From an optimization exercise on the open Yosys and OpenROAD flow, aimed at a short achievable clock period and few clock cycles; shortcuts taken in it are not production practice.
Function was checked by simulation only, so behaviour that the tests miss may differ from the original.
Power and IR drop assume default switching activity.

## flow/config.mk

```make
export PLATFORM = sky130hd
export DESIGN_NAME = rv32i_core
export DESIGN_NICKNAME = rv32i_core
export VERILOG_FILES = /design/flow/design.v
export SDC_FILE = /design/flow/constraint.sdc
export NUM_CORES = 4
export LEC_CHECK = 0
export CAP_MARGIN = 20
export CORE_MARGIN = 2
export CORE_UTILIZATION = 55
export PLACE_DENSITY = 0.7
export SLEW_MARGIN = 20
export TNS_END_PERCENT = 100
```

## flow/constraint.sdc

```tcl
create_clock -name core_clock -period 10.0 [get_ports {clk}]
set_input_delay 2.0000 -clock core_clock [delete_from_list [all_inputs] [get_ports {clk}]]
set_output_delay 2.0000 -clock core_clock [all_outputs]
set_load 0.01 [all_outputs]
```

## flow/design.v

```verilog
module rv32i_core (
    input               clk,
    input               rst,
    output logic [13:0] imem_addr,
    input        [31:0] imem_rdata,
    output logic [13:0] dmem_addr,
    output logic [3:0]  dmem_web,
    output logic [31:0] dmem_wdata,
    input        [31:0] dmem_rdata
);
logic [31:0] pc_f;
logic        btb_v   [0:15];
logic [9:0]  btb_tag [0:15];
logic [31:0] btb_tgt [0:15];
logic [1:0]  btb_ctr [0:15];
logic        u_en;
logic [3:0]  u_idx;
logic [9:0]  u_tag;
logic [31:0] u_tgt;
logic [1:0]  u_ctr;
logic        d_valid, d_hold, d_pt, d_hit;
logic [1:0]  d_ctr;
logic [31:0] d_pc, d_ptgt, d_ins;
logic        e_valid, e_pt, e_hit;
logic [1:0]  e_ctr;
logic [31:0] e_pc, e_ptgt, e_imm, e_rs1v, e_rs2v, e_bop, e_link;
logic        e_wen, e_ld, e_st, e_br, e_jal, e_jalr, e_ctrl, e_sub, e_sra, e_misnb;
logic        e_beq, e_bne, e_blt, e_bge, e_bltu, e_bgeu;
logic [4:0]  e_rd;
logic [2:0]  e_f3;
logic        e_r_add, e_r_sll, e_r_sr, e_r_slt, e_r_sltu, e_r_xor, e_r_or, e_r_and,
             e_r_imm, e_r_tgt, e_r_link;
logic        m_wen, m_ld, m_chk, m_force;
logic [4:0]  m_rd;
logic [2:0]  m_f3;
logic [1:0]  m_alo;
logic [31:0] m_res, m_atgt, m_ptgt;
logic        w_wen, w_ld;
logic [4:0]  w_rd;
logic [2:0]  w_f3;
logic [1:0]  w_alo;
logic [31:0] w_res;
logic [31:0] rf [1:31];
logic redirect_M, redirect_E, stall_D;
assign imem_addr = pc_f[15:2];
logic [15:0] f_sel;
logic        f_hit, f_pt;
logic [1:0]  f_ctr;
logic [31:0] f_btgt;
always_comb begin
  f_hit  = 1'b0;
  f_pt   = 1'b0;
  f_ctr  = 2'b00;
  f_btgt = 32'd0;
  for (int i = 0; i < 16; i++) begin
    f_sel[i] = btb_v[i] && (pc_f[5:2] == i[3:0]) && (btb_tag[i] == pc_f[15:6]);
    f_hit  = f_hit | f_sel[i];
    f_pt   = f_pt | (f_sel[i] & btb_ctr[i][1]);
    f_ctr  = f_ctr | ({2{f_sel[i]}} & btb_ctr[i]);
    f_btgt = f_btgt | ({32{f_sel[i]}} & btb_tgt[i]);
  end
end
wire [31:0] ins = d_hold ? d_ins : imem_rdata;
wire [4:0]  op  = ins[6:2];
wire [4:0]  rd  = ins[11:7];
wire [2:0]  f3  = ins[14:12];
wire [4:0]  rs1 = ins[19:15];
wire [4:0]  rs2 = ins[24:20];
wire is_lui   = (op == 5'b01101);
wire is_auipc = (op == 5'b00101);
wire is_jal   = (op == 5'b11011);
wire is_jalr  = (op == 5'b11001);
wire is_br    = (op == 5'b11000);
wire is_ld    = (op == 5'b00000);
wire is_st    = (op == 5'b01000);
wire is_opi   = (op == 5'b00100);
wire is_op    = (op == 5'b01100);
wire is_alu   = is_op | is_opi;
wire d_rdw   = (is_lui | is_auipc | is_jal | is_jalr | is_ld | is_opi | is_op) & (rd != 5'd0);
wire use_rs1 = is_jalr | is_br | is_ld | is_st | is_opi | is_op;
wire use_rs2 = is_br | is_st | is_op;
wire d_opimm = ~is_op & ~is_br;
logic [31:0] d_imm;
always_comb begin
  if (is_st)
    d_imm = {{21{ins[31]}}, ins[30:25], ins[11:7]};
  else if (is_br)
    d_imm = {{20{ins[31]}}, ins[7], ins[30:25], ins[11:8], 1'b0};
  else if (is_lui | is_auipc)
    d_imm = {ins[31:12], 12'b0};
  else if (is_jal)
    d_imm = {{12{ins[31]}}, ins[19:12], ins[20], ins[30:21], 1'b0};
  else
    d_imm = {{21{ins[31]}}, ins[30:20]};
end
logic [31:0] rf_a, rf_b;
always_comb begin
  rf_a = 32'd0;
  rf_b = 32'd0;
  for (int i = 1; i < 32; i++) begin
    rf_a = rf_a | ({32{rs1 == i[4:0]}} & rf[i]);
    rf_b = rf_b | ({32{rs2 == i[4:0]}} & rf[i]);
  end
end
wire a_e = e_wen & (e_rd == rs1);
wire a_m = ~a_e & m_wen & (m_rd == rs1);
wire a_w = ~a_e & ~a_m & w_wen & (w_rd == rs1);
wire a_r = ~a_e & ~a_m & ~a_w;
wire b_e = e_wen & (e_rd == rs2);
wire b_m = ~b_e & m_wen & (m_rd == rs2);
wire b_w = ~b_e & ~b_m & w_wen & (w_rd == rs2);
wire b_r = ~b_e & ~b_m & ~b_w;
wire lu_e = e_ld & e_wen & ((use_rs1 & (e_rd == rs1)) | (use_rs2 & (e_rd == rs2)));
wire lu_m = m_ld & m_wen & ((use_rs1 & (m_rd == rs1)) | (use_rs2 & (m_rd == rs2)));
wire [31:0] fa  = e_rs1v;
wire [31:0] fb  = e_rs2v;
wire [31:0] bop = e_bop;
wire [32:0] sum33 = {1'b0, fa} + {1'b0, bop ^ {32{e_sub}}} + {32'd0, e_sub};
wire [31:0] sum   = sum33[31:0];
wire        sltu  = ~sum33[32];
wire        slt   = (fa[31] ^ bop[31]) ? fa[31] : sltu;
wire [4:0]  sh    = bop[4:0];
wire [31:0] sll   = fa << sh;
wire [31:0] srx   = $signed({e_sra & fa[31], fa}) >>> sh;
wire [31:0] jtgt  = {sum[31:1], 1'b0};
wire [31:0] e_tgt = e_pc + e_imm;      
wire [31:0] e_res =
    ({32{e_r_add}}  & sum)  |
    ({32{e_r_sll}}  & sll)  |
    ({32{e_r_sr}}   & srx)  |
    ({32{e_r_slt}}  & {31'd0, slt})  |
    ({32{e_r_sltu}} & {31'd0, sltu}) |
    ({32{e_r_xor}}  & (fa ^ bop)) |
    ({32{e_r_or}}   & (fa | bop)) |
    ({32{e_r_and}}  & (fa & bop)) |
    ({32{e_r_imm}}  & e_imm) |
    ({32{e_r_tgt}}  & e_tgt) |
    ({32{e_r_link}} & e_link);
wire [32:0] cmp33 = {1'b0, fa} + {1'b0, ~fb} + 33'd1;
wire c_eq  = (fa == fb);
wire c_ltu = ~cmp33[32];
wire c_lt  = (fa[31] ^ fb[31]) ? fa[31] : c_ltu;
wire cond  = (e_beq & c_eq) | (e_bne & ~c_eq) | (e_blt & c_lt) | (e_bge & ~c_lt) |
             (e_bltu & c_ltu) | (e_bgeu & ~c_ltu);
wire e_taken = e_jal | e_jalr | cond;
wire e_mis   = e_br ? (cond ^ e_pt) : e_misnb;
wire [31:0] e_rtgt = e_pt ? e_link : e_tgt;
wire [31:0] e_atgt = e_jalr ? jtgt : e_tgt;
assign redirect_M = m_force | (m_chk & (m_atgt != m_ptgt));
assign redirect_E = e_valid & e_mis;
assign stall_D    = d_valid & (lu_e | lu_m);
wire [31:0] ld_sh = dmem_rdata >> {w_alo, 3'b000};
logic [31:0] ld_val;
always_comb begin
  case (w_f3)
    3'b000:  ld_val = {{24{ld_sh[7]}}, ld_sh[7:0]};
    3'b001:  ld_val = {{16{ld_sh[15]}}, ld_sh[15:0]};
    3'b100:  ld_val = {24'd0, ld_sh[7:0]};
    3'b101:  ld_val = {16'd0, ld_sh[15:0]};
    default: ld_val = dmem_rdata;
  endcase
end
wire [31:0] wb_data = w_ld ? ld_val : w_res;
wire [31:0] fwd_a = ({32{a_e}} & e_res) | ({32{a_m}} & m_res) | ({32{a_w}} & wb_data) | ({32{a_r}} & rf_a);
wire [31:0] fwd_b = ({32{b_e}} & e_res) | ({32{b_m}} & m_res) | ({32{b_w}} & wb_data) | ({32{b_r}} & rf_b);
always_ff @(posedge clk) begin
  if (rst)
    pc_f <= 32'd0;
  else if (redirect_M)
    pc_f <= m_atgt;
  else if (redirect_E)
    pc_f <= e_rtgt;
  else if (stall_D)
    pc_f <= pc_f;
  else if (f_pt)
    pc_f <= f_btgt;
  else
    pc_f <= pc_f + 32'd4;
end
always_ff @(posedge clk) begin
  if (rst) begin
    d_valid <= 1'b0;
    d_hold  <= 1'b0;
  end else begin
    d_valid <= ~(redirect_M | redirect_E);
    d_hold  <= stall_D & ~redirect_E & ~redirect_M;
  end
  d_ins <= ins;
  if (!stall_D) begin
    d_pc   <= pc_f;
    d_pt   <= f_pt;
    d_hit  <= f_hit;
    d_ctr  <= f_ctr;
    d_ptgt <= f_btgt;
  end
end
wire d_go = d_valid & ~redirect_E & ~redirect_M & ~stall_D;
always_ff @(posedge clk) begin
  if (rst) begin
    e_valid <= 1'b0;
    e_wen   <= 1'b0;
    e_ld    <= 1'b0;
    e_st    <= 1'b0;
  end else begin
    e_valid <= d_go;
    e_wen   <= d_go & d_rdw;
    e_ld    <= d_go & is_ld;
    e_st    <= d_go & is_st;
  end
  e_pc    <= d_pc;
  e_pt    <= d_pt;
  e_hit   <= d_hit;
  e_ctr   <= d_ctr;
  e_ptgt  <= d_ptgt;
  e_imm   <= d_imm;
  e_link  <= d_pc + 32'd4;
  e_rs1v  <= fwd_a;
  e_rs2v  <= fwd_b;
  e_bop   <= d_opimm ? d_imm : fwd_b;
  e_rd    <= rd;
  e_f3    <= f3;
  e_br    <= is_br;
  e_jal   <= is_jal;
  e_jalr  <= is_jalr;
  e_ctrl  <= is_br | is_jal | is_jalr;
  e_misnb <= is_jal ? ~d_pt : (~is_br & ~is_jalr & d_pt);
  e_beq   <= is_br & (f3 == 3'b000);
  e_bne   <= is_br & (f3 == 3'b001);
  e_blt   <= is_br & (f3 == 3'b100);
  e_bge   <= is_br & (f3 == 3'b101);
  e_bltu  <= is_br & (f3 == 3'b110);
  e_bgeu  <= is_br & (f3 == 3'b111);
  e_sub   <= (is_op & ins[30] & (f3 == 3'b000)) | (is_alu & (f3[2:1] == 2'b01));
  e_sra   <= ins[30];
  e_r_add  <= (is_alu & (f3 == 3'b000)) | is_ld | is_st;
  e_r_sll  <= is_alu & (f3 == 3'b001);
  e_r_slt  <= is_alu & (f3 == 3'b010);
  e_r_sltu <= is_alu & (f3 == 3'b011);
  e_r_xor  <= is_alu & (f3 == 3'b100);
  e_r_sr   <= is_alu & (f3 == 3'b101);
  e_r_or   <= is_alu & (f3 == 3'b110);
  e_r_and  <= is_alu & (f3 == 3'b111);
  e_r_imm  <= is_lui;
  e_r_tgt  <= is_auipc;
  e_r_link <= is_jal | is_jalr;
end
wire e_go = e_valid & ~redirect_M;
always_ff @(posedge clk) begin
  if (rst) begin
    m_wen    <= 1'b0;
    m_ld     <= 1'b0;
    m_chk    <= 1'b0;
    m_force  <= 1'b0;
    dmem_web <= 4'hF;
  end else begin
    m_wen   <= e_wen & ~redirect_M;
    m_ld    <= e_ld & ~redirect_M;
    m_chk   <= e_go & e_pt & e_taken;
    m_force <= e_go & e_jalr & ~e_pt;
    if (e_st & ~redirect_M)
      case (e_f3[1:0])
        2'b00:   dmem_web <= ~(4'b0001 << sum[1:0]);
        2'b01:   dmem_web <= sum[1] ? 4'b0011 : 4'b1100;
        default: dmem_web <= 4'b0000;
      endcase
    else
      dmem_web <= 4'hF;
  end
  m_rd    <= e_rd;
  m_f3    <= e_f3;
  m_alo   <= sum[1:0];
  m_res   <= e_res;
  m_atgt  <= e_atgt;
  m_ptgt  <= e_ptgt;
  dmem_addr <= sum[15:2];
  case (e_f3[1:0])
    2'b00:   dmem_wdata <= {4{fb[7:0]}};
    2'b01:   dmem_wdata <= {2{fb[15:0]}};
    default: dmem_wdata <= fb;
  endcase
end
always_ff @(posedge clk) begin
  if (rst) begin
    w_wen <= 1'b0;
    w_ld  <= 1'b0;
  end else begin
    w_wen <= m_wen;
    w_ld  <= m_ld;
  end
  w_rd  <= m_rd;
  w_f3  <= m_f3;
  w_alo <= m_alo;
  w_res <= m_res;
end
always_ff @(posedge clk) begin
  if (w_wen)
    rf[w_rd] <= wb_data;
end
always_ff @(posedge clk) begin
  if (rst)
    u_en <= 1'b0;
  else
    u_en <= e_go & e_ctrl & (e_taken | e_hit);
  u_idx <= e_pc[5:2];
  u_tag <= e_pc[15:6];
  u_tgt <= e_taken ? e_atgt : e_ptgt;
  if (e_taken)
    u_ctr <= ~e_hit ? 2'b11 : (e_ctr == 2'b11) ? 2'b11 : e_ctr + 2'b01;
  else
    u_ctr <= (e_ctr == 2'b00) ? 2'b00 : e_ctr - 2'b01;
end
always_ff @(posedge clk) begin
  for (int i = 0; i < 16; i++) begin
    if (rst)
      btb_v[i] <= 1'b0;
    else if (u_en && u_idx == i[3:0])
      btb_v[i] <= 1'b1;
    if (u_en && u_idx == i[3:0]) begin
      btb_tag[i] <= u_tag;
      btb_tgt[i] <= u_tgt;
      btb_ctr[i] <= u_ctr;
    end
  end
end
endmodule  
```

## flow/flow/run.sh

```bash
#!/bin/bash
set -euo pipefail
bash standard.sh SETUP_SLACK_MARGIN=6.5 finish > standard_flow.log 2>&1
```

## flow/standard.sh

```bash
#!/bin/bash
# synth_recipe.tcl (not shown) runs the flow's synth.tcl, then flattens the netlist and writes it again
# the make line also repeats each setting of config.mk as NAME=value (left out here)
make -C /OpenROAD-flow-scripts/flow DESIGN_CONFIG=/design/flow/config.mk WORK_HOME=/design/flow/orfs CLKGATE_MAP_FILE= SYNTH_SCRIPT=/design/flow/synth_recipe.tcl "${@:-finish}"
```

==> metrics.yaml, run 1 <==
place_hpwl_um: 260000
synth_edf_count: 1763
grt_overflow: 1
syn_avg_cell_area_um2: 13.4
cts_hold_buffers: 0
rows: 157
ys_ff_latch: 2347
port_buffers: 127
grt_max_degree: 55
ys_seq_area_frac: 0.638
dieWidth_um: 433
synth_area_um2: 101000
clock_sinks: 2347
start_util: 0.553
pre_cts_ws_ps: 2870
yosysUniqueCellTypes: 116
numCtsBuffers: 228
root_buffer: "clkbuf_16"
routabilityCongestion: 1.06
synth_nets: 7804
status: "stopped before the end"
netlist_instances: 7572
grt_util_all_layers: 0.548
die_y_um: 433
lastStage: "global routing"
htreeDepth: 4
synth-main-ff-cell: "edfxtp_1"
pin_count: 130
synthArstFlopShare: 0
clockBufferDepth: 3
error: "[ERROR GRT-0232] Routing congestion too high. Check the congestion heatmap in the GUI."
synth_warnings: 5
dp_cells: 9934
dpl_cell_area_um2: 107000
synthesized netlist by cell type (all sizes together) (43+ instances only):
cell type  count  share of area
nor2         441          0.016
a22o         327          0.028
clkbuf       216         0.0080
edfxtp      1763           0.52
nand3        177         0.0088
a22oi        569          0.042
a211oi        43         0.0033
a21oi        203          0.010
nor4          81         0.0053
xor2         227          0.020
inv          202         0.0075
dfxtp        584           0.12
a221oi       383          0.035
mux2i        112          0.012
o21ai        221          0.011
mux2          85         0.0095
nand2        348          0.013
ha           164          0.020
xnor2        124          0.011
mux4          67          0.015
buf          287          0.016
a222oi        72         0.0071
nand4        192          0.012
nor3          91         0.0045
worst max-delay path by stage:
stage                             to
after floorplan           e_rs1v[23]
after detailed placement   e_bop[17]
after global placement      e_bop[6]
after CTS                  e_bop[31]
kinds of logic after synthesis:
group	Yosys count	synth area share
DFF	2347	0.638
AOI/OAI and AO/OA	2187	0.168
and+or+nand+nor	1550	0.0759
buffers and inverters	707	0.0312
xor gates and xnor gates	351	0.0304
muxes	264	0.0361
adders and majority gates	166	0.0207
metal layers:
layer	overflow	GRT usage
met1	0	0.635
met2	1	0.691
met3	0	0.353
met4	0	0.422
met5	0	0.206
power groups by stage:
stage               combinational [mW]  clock (mW)  sequential (mW)
floorplan                         1.30           0             11.0
global placement                  2.33           0             11.1
detailed placement                2.35           0             11.1
CTS                               2.86        8.77             10.9
timing repair:
item                       4_1_cts
pin swaps                      313
buffers inserted               504
gates cloned                    71
setup endpoints to repair     1122
gates resized for setup       1411
Testbench counts, summed over its fixed seeds: cycles 76,868.
==> run 2: changes to the inputs <==
--- a/flow/design.v
+++ b/flow/design.v
@@ -18,9 +18,9 @@
 logic [9:0]  u_tag;
 logic [31:0] u_tgt;
 logic [1:0]  u_ctr;
-logic        d_valid, d_hold, d_pt, d_hit;
+logic        d_valid, d_pt, d_hit;
 logic [1:0]  d_ctr;
-logic [31:0] d_pc, d_ptgt, d_ins;
+logic [31:0] d_pc, d_ptgt;
 logic        e_valid, e_pt, e_hit;
 logic [1:0]  e_ctr;
 logic [31:0] e_pc, e_ptgt, e_imm, e_rs1v, e_rs2v, e_bop, e_link;
@@ -43,24 +43,12 @@
 logic [31:0] rf [1:31];
 logic redirect_M, redirect_E, stall_D;
 assign imem_addr = pc_f[15:2];
-logic [15:0] f_sel;
-logic        f_hit, f_pt;
-logic [1:0]  f_ctr;
-logic [31:0] f_btgt;
-always_comb begin
-  f_hit  = 1'b0;
-  f_pt   = 1'b0;
-  f_ctr  = 2'b00;
-  f_btgt = 32'd0;
-  for (int i = 0; i < 16; i++) begin
-    f_sel[i] = btb_v[i] && (pc_f[5:2] == i[3:0]) && (btb_tag[i] == pc_f[15:6]);
-    f_hit  = f_hit | f_sel[i];
-    f_pt   = f_pt | (f_sel[i] & btb_ctr[i][1]);
-    f_ctr  = f_ctr | ({2{f_sel[i]}} & btb_ctr[i]);
-    f_btgt = f_btgt | ({32{f_sel[i]}} & btb_tgt[i]);
-  end
-end
-wire [31:0] ins = d_hold ? d_ins : imem_rdata;
+wire [3:0]  f_idx  = pc_f[5:2];
+wire        f_hit  = btb_v[f_idx] && (btb_tag[f_idx] == pc_f[15:6]);
+wire [1:0]  f_ctr  = btb_ctr[f_idx];
+wire [31:0] f_btgt = btb_tgt[f_idx];
+wire        f_pt   = f_hit && f_ctr[1];
+wire [31:0] ins = imem_rdata;
 wire [4:0]  op  = ins[6:2];
 wire [4:0]  rd  = ins[11:7];
 wire [2:0]  f3  = ins[14:12];
@@ -93,15 +81,8 @@
   else
     d_imm = {{21{ins[31]}}, ins[30:20]};
 end
-logic [31:0] rf_a, rf_b;
-always_comb begin
-  rf_a = 32'd0;
-  rf_b = 32'd0;
-  for (int i = 1; i < 32; i++) begin
-    rf_a = rf_a | ({32{rs1 == i[4:0]}} & rf[i]);
-    rf_b = rf_b | ({32{rs2 == i[4:0]}} & rf[i]);
-  end
-end
+wire [31:0] rf_a = (rs1 == 5'd0) ? 32'd0 : rf[rs1];
+wire [31:0] rf_b = (rs2 == 5'd0) ? 32'd0 : rf[rs2];
 wire a_e = e_wen & (e_rd == rs1);
 wire a_m = ~a_e & m_wen & (m_rd == rs1);
 wire a_w = ~a_e & ~a_m & w_wen & (w_rd == rs1);
@@ -110,6 +91,11 @@
 wire b_m = ~b_e & m_wen & (m_rd == rs2);
 wire b_w = ~b_e & ~b_m & w_wen & (w_rd == rs2);
 wire b_r = ~b_e & ~b_m & ~b_w;
+wire o_i = d_opimm;
+wire o_e = ~d_opimm & b_e;
+wire o_m = ~d_opimm & b_m;
+wire o_w = ~d_opimm & b_w;
+wire o_r = ~d_opimm & b_r;
 wire lu_e = e_ld & e_wen & ((use_rs1 & (e_rd == rs1)) | (use_rs2 & (e_rd == rs2)));
 wire lu_m = m_ld & m_wen & ((use_rs1 & (m_rd == rs1)) | (use_rs2 & (m_rd == rs2)));
 wire [31:0] fa  = e_rs1v;
@@ -163,6 +149,8 @@
 wire [31:0] wb_data = w_ld ? ld_val : w_res;
 wire [31:0] fwd_a = ({32{a_e}} & e_res) | ({32{a_m}} & m_res) | ({32{a_w}} & wb_data) | ({32{a_r}} & rf_a);
 wire [31:0] fwd_b = ({32{b_e}} & e_res) | ({32{b_m}} & m_res) | ({32{b_w}} & wb_data) | ({32{b_r}} & rf_b);
+wire [31:0] fwd_o = ({32{o_e}} & e_res) | ({32{o_m}} & m_res) | ({32{o_w}} & wb_data) | ({32{o_r}} & rf_b) |
+                    ({32{o_i}} & d_imm);
 always_ff @(posedge clk) begin
   if (rst)
     pc_f <= 32'd0;
@@ -171,28 +159,22 @@
   else if (redirect_E)
     pc_f <= e_rtgt;
   else if (stall_D)
-    pc_f <= pc_f;
+    pc_f <= d_pc;      
   else if (f_pt)
     pc_f <= f_btgt;
   else
     pc_f <= pc_f + 32'd4;
 end
 always_ff @(posedge clk) begin
-  if (rst) begin
+  if (rst)
     d_valid <= 1'b0;
-    d_hold  <= 1'b0;
-  end else begin
-    d_valid <= ~(redirect_M | redirect_E);
-    d_hold  <= stall_D & ~redirect_E & ~redirect_M;
-  end
-  d_ins <= ins;
-  if (!stall_D) begin
-    d_pc   <= pc_f;
-    d_pt   <= f_pt;
-    d_hit  <= f_hit;
-    d_ctr  <= f_ctr;
-    d_ptgt <= f_btgt;
-  end
+  else
+    d_valid <= ~(redirect_M | redirect_E | stall_D);
+  d_pc   <= pc_f;
+  d_pt   <= f_pt;
+  d_hit  <= f_hit;
+  d_ctr  <= f_ctr;
+  d_ptgt <= f_btgt;
 end
 wire d_go = d_valid & ~redirect_E & ~redirect_M & ~stall_D;
 always_ff @(posedge clk) begin
@@ -216,7 +198,7 @@
   e_link  <= d_pc + 32'd4;
   e_rs1v  <= fwd_a;
   e_rs2v  <= fwd_b;
-  e_bop   <= d_opimm ? d_imm : fwd_b;
+  e_bop   <= fwd_o;
   e_rd    <= rd;
   e_f3    <= f3;
   e_br    <= is_br;
--- a/flow/config.mk
+++ b/flow/config.mk
@@ -7,7 +7,7 @@
 export LEC_CHECK = 0
 export CAP_MARGIN = 20
 export CORE_MARGIN = 2
-export CORE_UTILIZATION = 55
-export PLACE_DENSITY = 0.7
+export CORE_UTILIZATION = 40
+export PLACE_DENSITY = 0.6
 export SLEW_MARGIN = 20
 export TNS_END_PERCENT = 100
==> run 2 against run 1 <==
Compared with the run above: now clean on timing, DRC and antenna; synthesized area up 1.6%; synthesized cell count down 8.5%.
==> metrics.yaml, run 2 <==
status: "timing/DRC/antenna clean"  # was stopped before the end
cts_hold_buffers: 0  # unchanged
synth_edf_count: 1696  # was 1763
utilization: 0.507
max_freq_mhz: 261
critPathRequiredTime_ps: 10710
mostFrequentLayoutCell: "edfxtp_1"
dieWidth_um: 511  # was 433 um
min_to: "e_ptgt[12]"
wl_um: 405000
fin_nets: 7820
grt_pass1_vias: 69255
p_leak_nw: 45.8
syn_avg_cell_area_um2: 14.9  # was 13.4 um2
grt_busiest_layer: "met2"
peakVddDrop_uv: 179
synth-main-ff-cell: "edfxtp_1"  # unchanged
clockBufferDepth: 3  # unchanged
end_kind: "register"
ys_ff_latch: 2328  # was 2347
numCtsBuffers: 228  # unchanged
worstSetupStartpointType: "register"
yosysMostFrequentCell: "edfxtp_1"  # unchanged
route.vias.total: 72036
netlist_instances: 6925  # was 7572
timing.rr.end: "pc_f[20]"
routabilityCongestion: 0.988  # was 1.06
ys_seq_area_frac: 0.618  # was 0.638
wl_per_cell_um: 36.2
finalSetupViolCount: 0
worstReg2RegStart: "pc_f[4]"
htreeDepth: 4  # unchanged
n_fill_cell: 20675
rows: 186  # was 157
grtUsageMet3: 0.0733
via_per_inst: 6.44
synth_nets: 7157  # was 7804
worstSetupPathType: "register to register"
synth_area_um2: 103000  # was 101000 um2
gr-usage-met1: 0.384
worst_slew_pin_slew_ps: 1100
synthArstFlopShare: 0  # unchanged
rsz0062_at_grt: "true"
ff_latch_area_um2: 63700
max_stage_delay_ps: 420
slew_violations: 0
r2r_slack_ps: 6160
grt_overflow: 0
crit_path_top_delay_cell: "nor4_4"
layout_common_cells: "edfxtp_1 (1696), mux4_2 (634), dfxtp_1 (565), nand2_1 (416), buf_4 (385)"
dr.first_iter.drc_count: 10836
cap_violations: 0
grt_max_degree: 64
synth_common_cells: "edfxtp_1 (1696), mux4_2 (634), dfxtp_1 (632)"  # was edfxtp_1 (1763), dfxtp_1 (584), a22oi_1 (569)
path_cells: "buf_4, buf_4, and3b_4, buf_4, buf_12, a22oi_1, and4_1, a41oi_2, nand3_1, nor4_4, buf_12, buf_12, buf_16, nand2_4, o221ai_2, o221ai_1"
drc_errors: 0
synth_top_area_cell: "edfxtp_1"  # unchanged
dieArea_um2: 261000
synth_top_area_frac: 0.495  # was 0.523
powerDensity_nw_per_um2: 190
yosysUniqueCellTypes: 101  # was 116
period_minus_slack_ps: 3840
path_max_fanout: 14
crit_family: "buffers and inverters"
firstDrtPassIters: 9
drive_gt1_frac: 0.328
min_from: "d_ptgt[12]"
grt_util_all_layers: 0.297
cts_tree: "yes"
root_buffer: "clkbuf_16"  # unchanged
dp_cells: 10183  # was 9934
clk_latency_ps: 960
reg_top3: "rf x992, btb_tgt x512, btb_tag x160"
worstHoldPathType: "register to register"
finalCritPeriodShare: 0.384
start_util: 0.402  # was 0.553
cp.buffers_inverters: 7
die_y_um: 511  # was 433 um
place_hpwl_um: 221000  # was 260000 um
pin_count: 130  # unchanged
synth_warnings: 5  # unchanged
clock_sinks: 2328  # was 2347
path_clk_slew_ps: 60
slew_headroom: 0.262
grt_first_pass_wirelength_um: 548000
core_um2: 256000
multi_input_area_um2: 40900
clock_skew_ps: 123
reg2reg_depth: 16
port_buffers: 127  # unchanged
grt_util_met2: 0.460
tns_ps: 0
ys_top_cells_by_area: "edfxtp_1 (49%), mux4_2 (14%), dfxtp_1 (12%)"  # was edfxtp_1 (52%), dfxtp_1 (12%), a22oi_1 (4.2%)
top_register: "rf"
critPathArrivalTime_ps: 4550
hold_violations: 0
antenna_found_initial: 18
largest_reg_flops: 992
antenna_left: 0
hold_depth: 0
final_cells: 11191
syn_to_final_growth_pct: 26.3
[run 2: cell count changes after synthesis, moves of 67 or more]
cell	change
mux4_2	+567
a22oi_1	-324
a221oi_1	-295
a22o_1	-279
nand4_1	-145
nand2_1	+125
xor2_1	-98
buf_2	-89
mux2i_1	+74
nand3_1	-74
a21oi_1	+68
edfxtp_1	-67
[run 2: power breakdown]
group / leakage (nW) / internal [mW] / switching (mW) / total, mW
registers: 20.9 / 10.9 / 0.438 / 11.3
clock network: 4.01 / 5.36 / 3.94 / 9.30
logic: 20.9 / 1.68 / 2.37 / 4.05
[run 2: cell families after synthesis]
family / share of synthesized area
buffers and inverters: 0.0265
xor gates and xnor gates: 0.0176
DFF: 0.618
AOI/OAI and AO/OA: 0.0903
and+or+nand+nor: 0.0598
muxes: 0.168
adders and majority gates: 0.0203
[run 2: worst register-to-register path, cell delays in order, from the launching register on]
cell and delay, ps:
dfxtp_4 370, buf_4 170, buf_4 300, and3b_4 290, buf_4 170, buf_12 200
a22oi_1 130, and4_1 230, a41oi_2 340, nand3_1 280, nor4_4 420, buf_12 210
buf_12 150, buf_16 150, nand2_4 50, o221ai_2 60, o221ai_1 150
[run 2: worst max-delay path by stage]
stage                    from   endpoint  slack [ps]  depth (start not counted)
3_3_place_gp   imem_rdata[21]  e_bop[28]        3610                         10
3_5_place_dp   imem_rdata[21]  e_bop[28]        3590                         10
4_1_cts            e_rs1v[16]  u_tgt[30]        6250                         14
2_1_floorplan  dmem_rdata[23]  e_bop[26]        5710                         10
5_1_grt                 e_sub  e_bop[31]        6090                         13
6_report              pc_f[4]   pc_f[20]        6160                         16
[run 2: repair_timing]
item | CTS | global route
endpoints found under the setup margin | 566 | 245
cloned | 122 | 25
resized for setup | 1069 | 334
pin swaps | 127 | 175
endpoints found under the hold margin | 0 | 0
setup buffers | 291 | 121
[run 2: area by class of cell]
| type | instances | area share |
|---|---|---|
| inverter | 169 | 0.00498 |
| tap | 3384 | 0.0326 |
| multi-input combinational | 3980 | 0.315 |
| antenna | 14 | 0.000269 |
| timing repair buffer | 879 | 0.0934 |
| sequential | 2328 | 0.490 |
| timing repair inverter | 2 | 0.000106 |
| clock inverter | 123 | 0.0140 |
| clock buffer | 312 | 0.0495 |
[run 2: layer usage]
metal / vias up / part of all wire
li1: 28876 / -
met1: 36941 / 0.36
met2: 5158 / 0.46
met3: 1051 / 0.12
met4: 10 / 0.065
met5: - / 0.00048
[run 2: per-stage QoR]
step | power, mW | worst slack, ps | hold WS [ps] | area, um2
after global routing | 25.3 | 6090 | 306 | 130000
after floorplan | 13.1 | 5710 | 310 | 104000
after global placement | 14.4 | 3610 | 310 | 109000
after detailed placement | 14.5 | 3590 | 312 | 109000
final | 24.7 | 6160 | 291 | 130000
after CTS | 24.4 | 6250 | 301 | 127000
Testbench counts of run 2, summed over its fixed seeds: cycles 77,744.

[port drivers added, routing unchanged]
Ports are ideal in the flow. The routed layout listed here was re-timed in OpenROAD.
Step 1 sets driving cells, clkbuf_16 on the clock port and buf_2 on the other inputs (assumed; they add their load-dependent delay and slew).
Step 2 times the ports against the registers' clock, not the clock port: input delays grow and output delays shrink by t, the midpoint of the rising clock arrivals with the driver on.
a / b / c = ideal ports / drivers / drivers and shift; a / b = the first two.
run: run 2
shift t [ns]: 0.986
slack for setup (ns): 6.164 / 5.918 / 4.932
worst hold slack (ns): 0.291 / 0.291 / 0.291
worst data-port slew with drivers (ns): 0.50
cell pins on the clock port's net: 1
After both steps setup and hold are still met in run 2. For run 2, drivers alone change the setup slack by -0.246 ns; drivers and shift together by -1.232 ns.
